Source: an optimization exercise on an open RTL-to-GDS flow (aim: small area, a short achievable clock period and few clock cycles per item). Production flows keep margins and buffers that such runs may drop.
No functional check of the RTL was part of this run.

## flow/design.v

```verilog
`timescale 1ns/1ns
module shapipe(
    input wire [0:511] message,
    input wire clk,
    input wire reset,
    output wire ready,
    output wire [255:0] hashvalue);
    localparam [31:0] H0 = 32'h6a09e667, H1 = 32'hbb67ae85,
                      H2 = 32'h3c6ef372, H3 = 32'ha54ff53a,
                      H4 = 32'h510e527f, H5 = 32'h9b05688c,
                      H6 = 32'h1f83d9ab, H7 = 32'h5be0cd19;
    function [31:0] ror(input [31:0] x, input integer n);
        ror = (x >> n) | (x << (32 - n));
    endfunction
    function [31:0] bs0(input [31:0] x);    
        bs0 = ror(x, 2) ^ ror(x, 13) ^ ror(x, 22);
    endfunction
    function [31:0] bs1(input [31:0] x);    
        bs1 = ror(x, 6) ^ ror(x, 11) ^ ror(x, 25);
    endfunction
    function [31:0] ss0(input [31:0] x);    
        ss0 = ror(x, 7) ^ ror(x, 18) ^ (x >> 3);
    endfunction
    function [31:0] ss1(input [31:0] x);    
        ss1 = ror(x, 17) ^ ror(x, 19) ^ (x >> 10);
    endfunction
    function [31:0] ch(input [31:0] x, input [31:0] y, input [31:0] z);
        ch = (x & y) ^ (~x & z);
    endfunction
    function [31:0] maj(input [31:0] x, input [31:0] y, input [31:0] z);
        maj = (x & y) | (x & z) | (y & z);
    endfunction
    function [31:0] kc(input [5:0] i);
        case (i)
        6'd00: kc = 32'h428a2f98; 6'd01: kc = 32'h71374491; 6'd02: kc = 32'hb5c0fbcf; 6'd03: kc = 32'he9b5dba5;
        6'd04: kc = 32'h3956c25b; 6'd05: kc = 32'h59f111f1; 6'd06: kc = 32'h923f82a4; 6'd07: kc = 32'hab1c5ed5;
        6'd08: kc = 32'hd807aa98; 6'd09: kc = 32'h12835b01; 6'd10: kc = 32'h243185be; 6'd11: kc = 32'h550c7dc3;
        6'd12: kc = 32'h72be5d74; 6'd13: kc = 32'h80deb1fe; 6'd14: kc = 32'h9bdc06a7; 6'd15: kc = 32'hc19bf174;
        6'd16: kc = 32'he49b69c1; 6'd17: kc = 32'hefbe4786; 6'd18: kc = 32'h0fc19dc6; 6'd19: kc = 32'h240ca1cc;
        6'd20: kc = 32'h2de92c6f; 6'd21: kc = 32'h4a7484aa; 6'd22: kc = 32'h5cb0a9dc; 6'd23: kc = 32'h76f988da;
        6'd24: kc = 32'h983e5152; 6'd25: kc = 32'ha831c66d; 6'd26: kc = 32'hb00327c8; 6'd27: kc = 32'hbf597fc7;
        6'd28: kc = 32'hc6e00bf3; 6'd29: kc = 32'hd5a79147; 6'd30: kc = 32'h06ca6351; 6'd31: kc = 32'h14292967;
        6'd32: kc = 32'h27b70a85; 6'd33: kc = 32'h2e1b2138; 6'd34: kc = 32'h4d2c6dfc; 6'd35: kc = 32'h53380d13;
        6'd36: kc = 32'h650a7354; 6'd37: kc = 32'h766a0abb; 6'd38: kc = 32'h81c2c92e; 6'd39: kc = 32'h92722c85;
        6'd40: kc = 32'ha2bfe8a1; 6'd41: kc = 32'ha81a664b; 6'd42: kc = 32'hc24b8b70; 6'd43: kc = 32'hc76c51a3;
        6'd44: kc = 32'hd192e819; 6'd45: kc = 32'hd6990624; 6'd46: kc = 32'hf40e3585; 6'd47: kc = 32'h106aa070;
        6'd48: kc = 32'h19a4c116; 6'd49: kc = 32'h1e376c08; 6'd50: kc = 32'h2748774c; 6'd51: kc = 32'h34b0bcb5;
        6'd52: kc = 32'h391c0cb3; 6'd53: kc = 32'h4ed8aa4a; 6'd54: kc = 32'h5b9cca4f; 6'd55: kc = 32'h682e6ff3;
        6'd56: kc = 32'h748f82ee; 6'd57: kc = 32'h78a5636f; 6'd58: kc = 32'h84c87814; 6'd59: kc = 32'h8cc70208;
        6'd60: kc = 32'h90befffa; 6'd61: kc = 32'ha4506ceb; 6'd62: kc = 32'hbef9a3f7; default: kc = 32'hc67178f2;
        endcase
    endfunction
    function [31:0] kn(input [5:0] t);
        case (t)
        6'd62: kn = 32'hc67178f2 + H0;
        6'd63: kn = H7;
        default: kn = kc(t + 6'd1);
        endcase
    endfunction
    function [31:0] knx(input [5:0] t);
        case (t)
        6'd61: knx = 32'hc67178f2 + H0;
        6'd62: knx = H7;
        default: knx = kc(t + 6'd2);
        endcase
    endfunction
    localparam [31:0] T1C = H7 + bs1(H4) + ch(H4, H5, H6) + 32'h428a2f98;
    localparam [31:0] CA  = T1C + bs0(H0) + maj(H0, H1, H2);
    localparam [31:0] CE  = T1C + H3;
    localparam [31:0] CK1 = H6 + 32'h71374491;
    reg  [6:0]  t;                  
    reg  [31:0] a, b, c, d, e, f, g, hk, kq;
    reg  [31:0] w [0:15];
    wire        run  = ~t[6];
    reg         last, pen;          
    wire [31:0] s1e = bs1(e);
    wire [31:0] che = ch(e, f, g);
    wire [31:0] s0a = bs0(a);
    wire [31:0] mja = run ? maj(a, b, c) : a;
    wire [31:0] dd  = run ? d : e;
    wire [31:0] x1 = hk ^ s1e ^ che;
    wire [31:0] y1 = {maj(hk, s1e, che), 1'b0} ;
    wire [31:0] x2 = x1 ^ y1 ^ s0a;
    wire [31:0] y2 = {maj(x1, y1, s0a), 1'b0};
    wire [31:0] x2m = run ? x2 : 32'd0;
    wire [31:0] y2m = run ? y2 : 32'd0;
    wire [31:0] x3 = x2m ^ y2m ^ mja;
    wire [31:0] y3 = {maj(x2m, y2m, mja), 1'b0};
    wire [31:0] x1m = run ? x1 : 32'd0;
    wire [31:0] y1m = run ? y1 : 32'd0;
    wire [31:0] xe = x1m ^ y1m ^ dd;
    wire [31:0] ye = {maj(x1m, y1m, dd), 1'b0};
    wire [31:0] anew = x3 + y3;
    wire [31:0] enew = xe + ye;
    wire [31:0] wt   = (last | ~run) ? 32'd0 : w[2];
    wire [31:0] gh   = run ? g : hk;
    wire [31:0] xh   = gh ^ kq ^ wt;
    wire [31:0] yh   = {maj(gh, kq, wt), 1'b0};
    wire [31:0] hkn  = xh + yh;
    wire [31:0] s0w  = ss0(~w[1]);
    wire [31:0] xw   = ~w[9] ^ s0w ^ w[0];
    wire [31:0] yw   = {maj(~w[9], s0w, w[0]), 1'b0};
    wire [31:0] s1w  = ss1(w[14]);
    wire [31:0] xw2  = xw ^ yw ^ s1w;
    wire [31:0] yw2  = {maj(xw, yw, s1w), 1'b0};
    wire [31:0] wnew = xw2 + yw2;
    wire [31:0] dadd = pen ? H4 - H0 : (last ? H3 : 32'd0);
    always @(posedge clk) begin
        pen  <= ~reset & (t == 7'd61);
        last <= ~reset & (t == 7'd62);
        kq   <= reset ? kc(6'd2) : ((t[6] | t[5:0] == 6'd63) ? 32'd0 : knx(t[5:0]));
    end
    integer i;
    always @(posedge clk) begin
        if (reset) begin
            a  <= CA + message[0:31];
            e  <= CE + message[0:31];
            hk <= CK1 + message[32:63];
            d  <= H2;
        end else begin
            a  <= anew;
            e  <= enew;
            hk <= hkn;
            d  <= (run ? c : d) + dadd;
        end
    end
    always @(posedge clk) begin
        if (reset) begin
            t  <= 7'd1;
            b  <= H0;
            c  <= H1;
            f  <= H4;
            g  <= H5;
        end else if (run) begin
            t  <= t + 7'd1;
            if (last) begin
                b <= a + H1;
                c <= b + H2;
                f <= e + H5;
                g <= f + H6;
            end else begin
                b <= a;
                c <= b;
                f <= e;
                g <= f;
            end
        end
    end
    always @(posedge clk) begin
        if (reset) begin
            for (i = 0; i < 16; i = i + 1)
                w[i] <= (i % 2) ? ~message[32*i +: 32] : message[32*i +: 32];
        end else begin
            for (i = 0; i < 15; i = i + 1)
                w[i] <= ~w[i+1];
            w[15] <= ~wnew;
        end
    end
    assign ready = t[6];
    assign hashvalue = {a, b, c, d, e, f, g, hk};
endmodule
```

## flow/constraint.sdc

```tcl
create_clock -name core_clock -period 11.0 [get_ports {clk}]
set_input_delay 2.2000 -clock core_clock [delete_from_list [all_inputs] [get_ports {clk}]]
set_output_delay 2.2000 -clock core_clock [all_outputs]
set_load 0.01 [all_outputs]
```

## flow/standard.sh

```bash
#!/bin/bash
# synth_recipe.tcl (not shown) runs the flow's synth.tcl, then flattens the netlist and writes it again
# the make line also repeats each setting of config.mk as NAME=value (left out here)
make -C /OpenROAD-flow-scripts/flow DESIGN_CONFIG=/design/flow/config.mk WORK_HOME=/design/flow/orfs CLKGATE_MAP_FILE= SYNTH_SCRIPT=/design/flow/synth_recipe.tcl "${@:-finish}"
```

## flow/config.mk

```make
export PLATFORM = sky130hd
export DESIGN_NAME = shapipe
export DESIGN_NICKNAME = shapipe
export VERILOG_FILES = /design/flow/design.v
export SDC_FILE = /design/flow/constraint.sdc
export NUM_CORES = 4
export LEC_CHECK = 0
export ABC_CLOCK_PERIOD_IN_PS = 4000
export CAP_MARGIN = 20
export CORE_MARGIN = 2
export CORE_UTILIZATION = 55
export CTS_CLUSTER_DIAMETER = 100
export CTS_CLUSTER_SIZE = 25
export PLACE_DENSITY = 0.65
export SLEW_MARGIN = 20
export TNS_END_PERCENT = 100
```

## flow/flow/run.sh

```bash
#!/bin/bash
set -euo pipefail
export BUFFER_PORTS_ARGS="-buffer_cell sky130_fd_sc_hd__buf_1"
export SETUP_SLACK_MARGIN=6
bash standard.sh > make_finish.log 2>&1
```

==> impl_results.md <==
- IO Port Bufs: 770
- Synth Area in XOR/XNOR: 0.0993
- Post-synth top area share: 0.325
- CTS root buffer: clkbuf_16
- RSZ-0062 raised after global routing: true
- I/O pin count: 771
- Finish-stage setup viols: 0
- Worst-path clk slew: about 0.10 ns
- CP required: between 10 and 15 ns
- DRC Markers: 0
- # rows: 110
- Final #Nets: approximately 7000
- Fin. Hold Viols: 0
- Slew @ Worst Pin: between 1 and 1.5 ns
- Synth Net Count: between 6000 and 7000
- Worst Path Max Fanout: 6
- Final period utilization: 0.465
- Register area share after synthesis: 0.325
- Area of the multi-input gates: about 31000 um^2
- Worst Path Buf+Inv: 0
- Cell family with most CP delay: adder cells
- Hold_buf cts: 0
- CTS max path bufs: 3
- Drt initial violations: 6240
- DIE AREA: a little over 90000 um^2
- Compound-cell area share of the yosys netlist: 0.167
- Routability cong.: about 1.1
- Clock skew: about 0.049 ns
- Setup TNS: 0 ns
- Largest net degree at the start of global routing: 245
- Layout Utilization: 0.614
- CTS tree: done
- Core Area: between 80000 and 90000 um^2
- Initial Utilization: 0.554
- Worst hold path type: flop to flop
- Synth area leaders: dfxtp_1 (33%), fa_1 (9.0%), mux2i_1 (6.7%)
- Initial antenna violation count: 30
- Worst setup SP type: flop
- Gate Count Post-Synth: ~5700
- Post-synth top cells: dfxtp_1 (809), nand2_1 (640), o21ai_0 (507)
- Global route overflow: 0
- Maxcap violations: 0
- Total area of sequential cells: roughly 16000 um^2
- Critical Path Most Common Cell: fa_1
- Number of global-route vias before repair: 42000
- Crit path cell chain: mux2i_1 -> fa_1 -> fa_1 -> nor2_1 -> fa_1 -> ha_1 -> o21ai_0 -> a21oi_1 -> a21boi_0 -> or4b_1 -> o21ai_2 -> nor2_1 -> a2111oi_2 -> o32ai_1 -> a211oi_2
- Yosys top cell by area: dfxtp_1
- Library cells used by synthesis: 92
- Synth Area in Adders: 0.136
- Detailed-placement wirelength estimate: 168000 um
- Commonest register cell after synthesis: dfxtp_1
- WP data arrival: roughly 5.7 ns
- Chip width: about 300 um
- Ys async rst share: 0
- Global-route wire length before repair: roughly 300000 um
- Syn. warnings: 2
- FF+latch count, synth: between 800 and 900
- Met3 routed wirelength: about 24000 um
- Final min period: between 5 and 6 ns
- Worst Hold Margin: between 0.4 and 0.5 ns
- Insertion delay to the later sink of the worst-skew pair: roughly 0.65 ns
- Run status: complete, no violations
- Vias per cell: ~6
- DR vias: 45900
- Wire per inst: between 20 and 30 um
- Detail Route Antenna Nets: 0
- Die H: 305 um
- Multiplexer area fraction after synthesis: 0.0863
- Critical path class: flop to flop
- Fmax: between 150 and 200 MHz
- Post-synth EDFFs: 0
- P&R area growth vs syn: 10.9%
- Fillers: around 8200
- Uppermost routed layer: met5
- CP max-delay cell: fa_1
- Cell with the most instances after synthesis: dfxtp_1
- WL met2: between 80000 and 90000 um
- Largest family of logic cells by synthesized area: compound AO/OA/AOI/OAI gates
- Layout cell share with drive strength beyond 1: 0.0627
- Wl on met1: ~85000 um
- CTS sink count: around 810
- CP max stage delay: approximately 0.74 ns
- Post-Syn Area per Cell: just under 9 um^2
- GR Util All Layers: 0.437
- Crit path capture type: flop
- 1st-pass router iterations: 7
- H-tree level count: 2
- Synthesized cell area: between 40000 and 50000 um^2
- Simple-gate area share of the yosys netlist: 0.137
- CTS buffer count: 43
- Fin. max-slew vios: 0
- DRT Wirelength: around 210000 um
- Max-slew headroom: 0.265
-- worst reg2reg max path, cell delays in order (launching register included) --
cell and delay, ns:
dfxtp_1 0.60, mux2i_1 0.23, fa_1 0.74, fa_1 0.48, nor2_1 0.14, fa_1 0.44, ha_1 0.40, o21ai_0 0.18
a21oi_1 0.12, a21boi_0 0.14, or4b_1 0.50, o21ai_2 0.23, nor2_1 0.09, a2111oi_2 0.34, o32ai_1 0.15, a211oi_2 0.23
-- cell type report --
type | instances | share of cell area
Timing Repair Buffer | 838 | 0.0640
Multi-Input combinational cell | 4265 | 0.568
Antenna cell | 15 | 0.000680
Tap cell | 1176 | 0.0267
Clock buffer | 48 | 0.0204
Inverter | 293 | 0.0201
Sequential cell | 809 | 0.296
Clock inverter | 14 | 0.00408
-- through the flow --
step	area, um^2	cells	setup WS [ns]
6_report	55200	7458	5.88
5_1_grt	55200	7452	5.71
4_1_cts	54800	7431	6.00
3_5_place_dp	53200	7362	5.43
3_3_place_gp	53200	7362	5.45
2_1_floorplan	49800	5728	6.04
-- per-layer routing --
layer / track usage / up-vias
met1: 0.597 / 22000
met2: 0.640 / 2810
met4: 0.231 / 28
met3: 0.102 / 580
li1: - / 20500
met5: 0 / -
-- state kept, by name (all words and copies together) (netlist names) --
signal / flops
a: 32
b: 32
c: 32
d: 32
e: 32
f: 32
g: 32
hk: 32
kq: 32
last: 1
pen: 1
t: 7
w: 512
-- worst paths after layout --
path	from	to	slack (ns)	depth (start not counted)
hold / removal	w[6][28]	w[5][28]	0.41	1
setup / recovery	g[22]	a[31]	5.88	15
hold reg to reg	w[6][28]	w[5][28]	0.41	1
setup reg to reg	g[22]	a[31]	5.88	15
-- cells by family after synthesis --
logic type / after synthesis
compound gates: 1361
xor+xnor: 564
fa+ha+maj: 405
buf+inv: 654
flops: 809
mux: 413
simple gates: 1522
-- cell usage in the layout (no fill, tap or decap), types with 42 or more instances in the layout --
| cell | netlist | final |
|---|---|---|
| xnor2_1 | 321 | 318 |
| xor2_1 | 243 | 240 |
| o211ai_1 | 60 | 60 |
| mux2_2 | 71 | 71 |
| mux2i_1 | 335 | 329 |
| a21o_1 | 96 | 96 |
| or2_2 | 60 | 59 |
| nor3_1 | 62 | 62 |
| nand2_1 | 640 | 640 |
| buf_1 | 74 | 769 |
| nand2b_1 | 46 | 45 |
| o21ai_0 | 507 | 503 |
| nand3_1 | 82 | 81 |
| a21oi_1 | 337 | 325 |
| fa_1 | 224 | 219 |
| nor2_1 | 409 | 409 |
| a211oi_1 | 59 | 58 |
| buf_4 | 3 | 56 |
| clkbuf_16 | 0 | 44 |
| a31oi_1 | 51 | 50 |
| inv_1 | 290 | 289 |
| and2_1 | 51 | 51 |
| ha_1 | 180 | 174 |
| dfxtp_1 | 809 | 760 |
| nor2b_1 | 42 | 42 |
-- repair_timing --
action | 4_1_cts | 5_1_grt
resized for setup | 79 | 58
pin swaps | 4 | 14
cloned | 1 | 1
setup buffers | 6 | 11
endpoints found under the setup margin | 44 | 41

[static timing again, ports no longer ideal]
Ports are ideal in the flow. The routed layout listed here was re-timed in OpenROAD. Step 1 sets driving cells, clkbuf_16 on the clock port and buf_2 on the other inputs (assumed; they add their load-dependent delay and slew). Step 2 adds t to the input delays and takes it off the output delays; t is the mean of the earliest and latest rising clock arrival at the registers after step 1. Input paths then give back, and output paths get back, about the clock's delay inside the block. a / b / c = no drivers / after step 1 / after step 2; a / b = the first two.
t, ns: 0.689
slack for setup (ns): 5.881 / 5.881 / 5.442
hold slack, ns: 0.405 / 0.405 / 0.405
worst setup path after step 2: input to register
latest minus earliest clock arrival (ns): 0.050 / 0.050
After both steps this run still meets setup and hold. For this run, drivers alone change the setup slack by 0.000 ns; drivers and shift together by -0.439 ns.
